Background: an optimization exercise with open tools, aiming at small area and a short achievable clock period. Do not read the settings as production practice.
Function was checked by simulation only, so behaviour that the tests miss may differ from the original.
No activity file was given, so power comes from the tool's default toggle rates.

==> flow/design.v (excerpt) <==
module VKSA_256_top (in_clk, in_A, in_B, in_CI, out_S, out_CO);
Size in the first run: ~580 flip-flops, roughly 770 I/O pins, about 22000 um^2 of cells after synthesis.
==> flow/config.mk <==
export PLATFORM = sky130hd
export DESIGN_NAME = VKSA_256_top
export DESIGN_NICKNAME = VKSA_256_top
export VERILOG_FILES = /design/flow/design.v
export SDC_FILE = /design/flow/constraint.sdc
export NUM_CORES = 4
export LEC_CHECK = 0
export CAP_MARGIN = 20
export CORE_AREA = 17 17 227 227
export CTS_CLUSTER_DIAMETER = 100
export CTS_CLUSTER_SIZE = 20
export DIE_AREA = 0 0 244 244
export PLACE_DENSITY = 0.5
export SETUP_SLACK_MARGIN = 3.2
export SLEW_MARGIN = 20
export SYNTH_HIERARCHICAL = 1
export TNS_END_PERCENT = 5
==> flow/constraint.sdc <==
create_clock -name core_clock -period 5.5 [get_ports {in_clk}]
set_input_delay 1.1000 -clock core_clock [delete_from_list [all_inputs] [get_ports {in_clk}]]
set_output_delay 1.1000 -clock core_clock [all_outputs]
set_load 0.01 [all_outputs]
standard.sh (not shown) runs the stock make flow with config.mk's settings and CLKGATE_MAP_FILE= SYNTH_SCRIPT=/design/flow/synth_recipe.tcl, a recipe that flattens the netlist after the stock synthesis.
==> flow/flow/run.sh <==
#!/bin/bash
# Standard synthesis and layout, with plain minimum-size buffers on the ports
# (buffer_ports would otherwise pick clkdlybuf4s50_1, a slow delay cell), and
# with every gate reset to its smallest drive strength after global placement
# (flow/downsize.tcl), so that timing repair upsizes only what it needs.
set -euo pipefail
bash standard.sh synth > synth.log 2>&1
bash standard.sh "BUFFER_PORTS_ARGS=-buffer_cell sky130_fd_sc_hd__buf_1" \
  "POST_GLOBAL_PLACE_TCL=$PWD/flow/downsize.tcl" finish > layout.log 2>&1
==> flow/flow/downsize.tcl <==
# Start timing repair from minimum-size gates: every combinational cell that
# synthesis mapped to a larger drive strength is swapped for the smallest cell
# of the same function (same name but for the drive-strength suffix). The
# resizer then upsizes only the gates that timing needs.
set n 0
set saved 0.0
foreach inst [get_cells *] {
  set lc [get_lib_cells -of_objects $inst]
  if {$lc eq "" || $lc eq "NULL"} { continue }
  set name [get_name $lc]
  if {![regexp {^(sky130_fd_sc_hd__[a-z0-9]+)_([0-9]+)$} $name -> base drive]} { continue }
  if {[string match "*df*" $base] || [string match "*clk*" $base] || [string match "*tap*" $base]} { continue }
  set best $name
  set best_area [get_property $lc area]
  foreach cand [get_lib_cells ${base}_*] {
    set cname [get_name $cand]
    if {![regexp "^${base}_\[0-9\]+\$" $cname]} { continue }
    if {[get_property $cand dont_use]} { continue }
    set a [get_property $cand area]
    if {$a < $best_area} { set best $cname; set best_area $a }
  }
  if {$best ne $name} {
    set saved [expr {$saved + [get_property $lc area] - $best_area}]
    replace_cell $inst [get_lib_cells $best]
    incr n
  }
}
puts "downsize.tcl: downsized $n cells, [format %.1f $saved] um2"
The first run completed with no timing, DRC or antenna violations.
Rerun with:
==> flow/flow/run.sh (replaced) <==
#!/bin/bash
# Standard synthesis and layout, with:
# - plain buffers on the ports (buffer_ports would otherwise pick
#   clkdlybuf4s50_1, a slow delay cell): minimum size on the inputs, and
#   OUT_BUF_CELL on the outputs, which drive the output load;
# - every gate reset to its smallest drive strength after global placement
#   (flow/downsize.tcl), so that timing repair upsizes only what it needs.
set -euo pipefail
bash standard.sh synth > synth.log 2>&1
bash standard.sh "BUFFER_PORTS_ARGS=-buffer_cell sky130_fd_sc_hd__buf_1" \
  "POST_GLOBAL_PLACE_TCL=$PWD/flow/downsize.tcl" \
  "OUT_BUF_CELL=${OUT_BUF_CELL:-sky130_fd_sc_hd__buf_2}" finish > layout.log 2>&1
--- a/flow/flow/downsize.tcl
+++ b/flow/flow/downsize.tcl
@@ -28,0 +29,18 @@
+# The output-port buffers drive the output load and the wire to the pin: give
+# them the cell named in OUT_BUF_CELL.
+if {[info exists ::env(OUT_BUF_CELL)]} {
+  set n 0
+  foreach bterm [[ord::get_db_block] getBTerms] {
+    if {[$bterm getIoType] ne "OUTPUT"} { continue }
+    foreach iterm [[$bterm getNet] getITerms] {
+      if {[$iterm isOutputSignal]} {
+        set inst [$iterm getInst]
+        if {[string match "*buf*" [[$inst getMaster] getName]]} {
+          replace_cell [get_cells [$inst getName]] [get_lib_cells $::env(OUT_BUF_CELL)]
+          incr n
+        }
+      }
+    }
+  }
+  puts "downsize.tcl: set $n output buffers to $::env(OUT_BUF_CELL)"
+}
CTS_CLUSTER_DIAMETER = 120   (was 100)
CTS_CLUSTER_SIZE = 24   (was 20)
SETUP_SLACK_MARGIN = 3.25   (was 3.2)
Effect: The changed run produced a clean layout; worst setup slack improved by 54 ps; design area rises by a few percent; synthesized cell count does not change; power falls slightly; critical path depth falls by 12; via count barely changes.
Rerun with:
==> flow/flow/run.sh (replaced) <==
#!/bin/bash
# Standard synthesis and layout, with plain minimum-size buffers on the ports
# (buffer_ports would otherwise pick clkdlybuf4s50_1, a slow delay cell), and
# with every gate reset to its smallest drive strength after global placement
# (flow/downsize.tcl), so that timing repair upsizes only what it needs.
set -euo pipefail
bash standard.sh synth > synth.log 2>&1
bash standard.sh "BUFFER_PORTS_ARGS=-buffer_cell sky130_fd_sc_hd__buf_1" \
  "POST_GLOBAL_PLACE_TCL=$PWD/flow/downsize.tcl" finish > layout.log 2>&1
--- a/flow/flow/downsize.tcl
+++ b/flow/flow/downsize.tcl
@@ -29,18 +28,0 @@
-# The output-port buffers drive the output load and the wire to the pin: give
-# them the cell named in OUT_BUF_CELL.
-if {[info exists ::env(OUT_BUF_CELL)]} {
-  set n 0
-  foreach bterm [[ord::get_db_block] getBTerms] {
-    if {[$bterm getIoType] ne "OUTPUT"} { continue }
-    foreach iterm [[$bterm getNet] getITerms] {
-      if {[$iterm isOutputSignal]} {
-        set inst [$iterm getInst]
-        if {[string match "*buf*" [[$inst getMaster] getName]]} {
-          replace_cell [get_cells [$inst getName]] [get_lib_cells $::env(OUT_BUF_CELL)]
-          incr n
-        }
-      }
-    }
-  }
-  puts "downsize.tcl: set $n output buffers to $::env(OUT_BUF_CELL)"
-}
CORE_AREA = 10 10 234 234   (was 17 17 227 227)
What happened:
- design area shrinks by 0.62%
- flip-flop and latch count stays the same
- clock-buffer cell count does not change
Rerun with:
CORE_AREA = 17 17 227 227   (was 10 10 234 234)
PLACE_DENSITY = default   (was 0.5)
The changed run completed without violations.
Total power rises by 0.46%.
Via count came out higher by 2.4%.
Worst setup slack improved by 43 ps.
Synthesized area is unchanged.

-- separate check: timing with driven ports --
No port has a modelled driver above. Below, the same layouts with a new extraction and two added sets of constraints.
Step 1: set_driving_cell puts a clkbuf_16 on in_clk and a buf_2 on each other input, an assumption about the parent block.
Step 2, shift: input delay + t, output delay - t, t = (earliest + latest rising clock arrival at the registers) / 2. This alone moves slack from input paths to output paths.
a / b / c = ideal ports / drivers / drivers and shift; a / b = the first two.
run | t (ns) | setup WS [ns] | worst setup path after step 2 | latest minus earliest clock arrival (ns) | pins driven straight from the clock port
the first run | 0.597 | 3.170 / 3.139 / 2.608 | input to register | 0.014 / 0.014 | 1
the second run | 0.631 | 3.224 / 3.168 / 2.622 | input to register | 0.022 / 0.023 | 1
the third run | 0.643 | 3.146 / 3.104 / 2.603 | input to register | 0.028 / 0.027 | 1
the fourth run | 0.634 | 3.189 / 3.128 / 2.600 | input to register | 0.029 / 0.028 | 1
After both steps setup and hold are still met in every run listed. For the second run, which loses most, drivers alone change the setup slack by -0.056 ns; drivers and shift together by -0.602 ns.
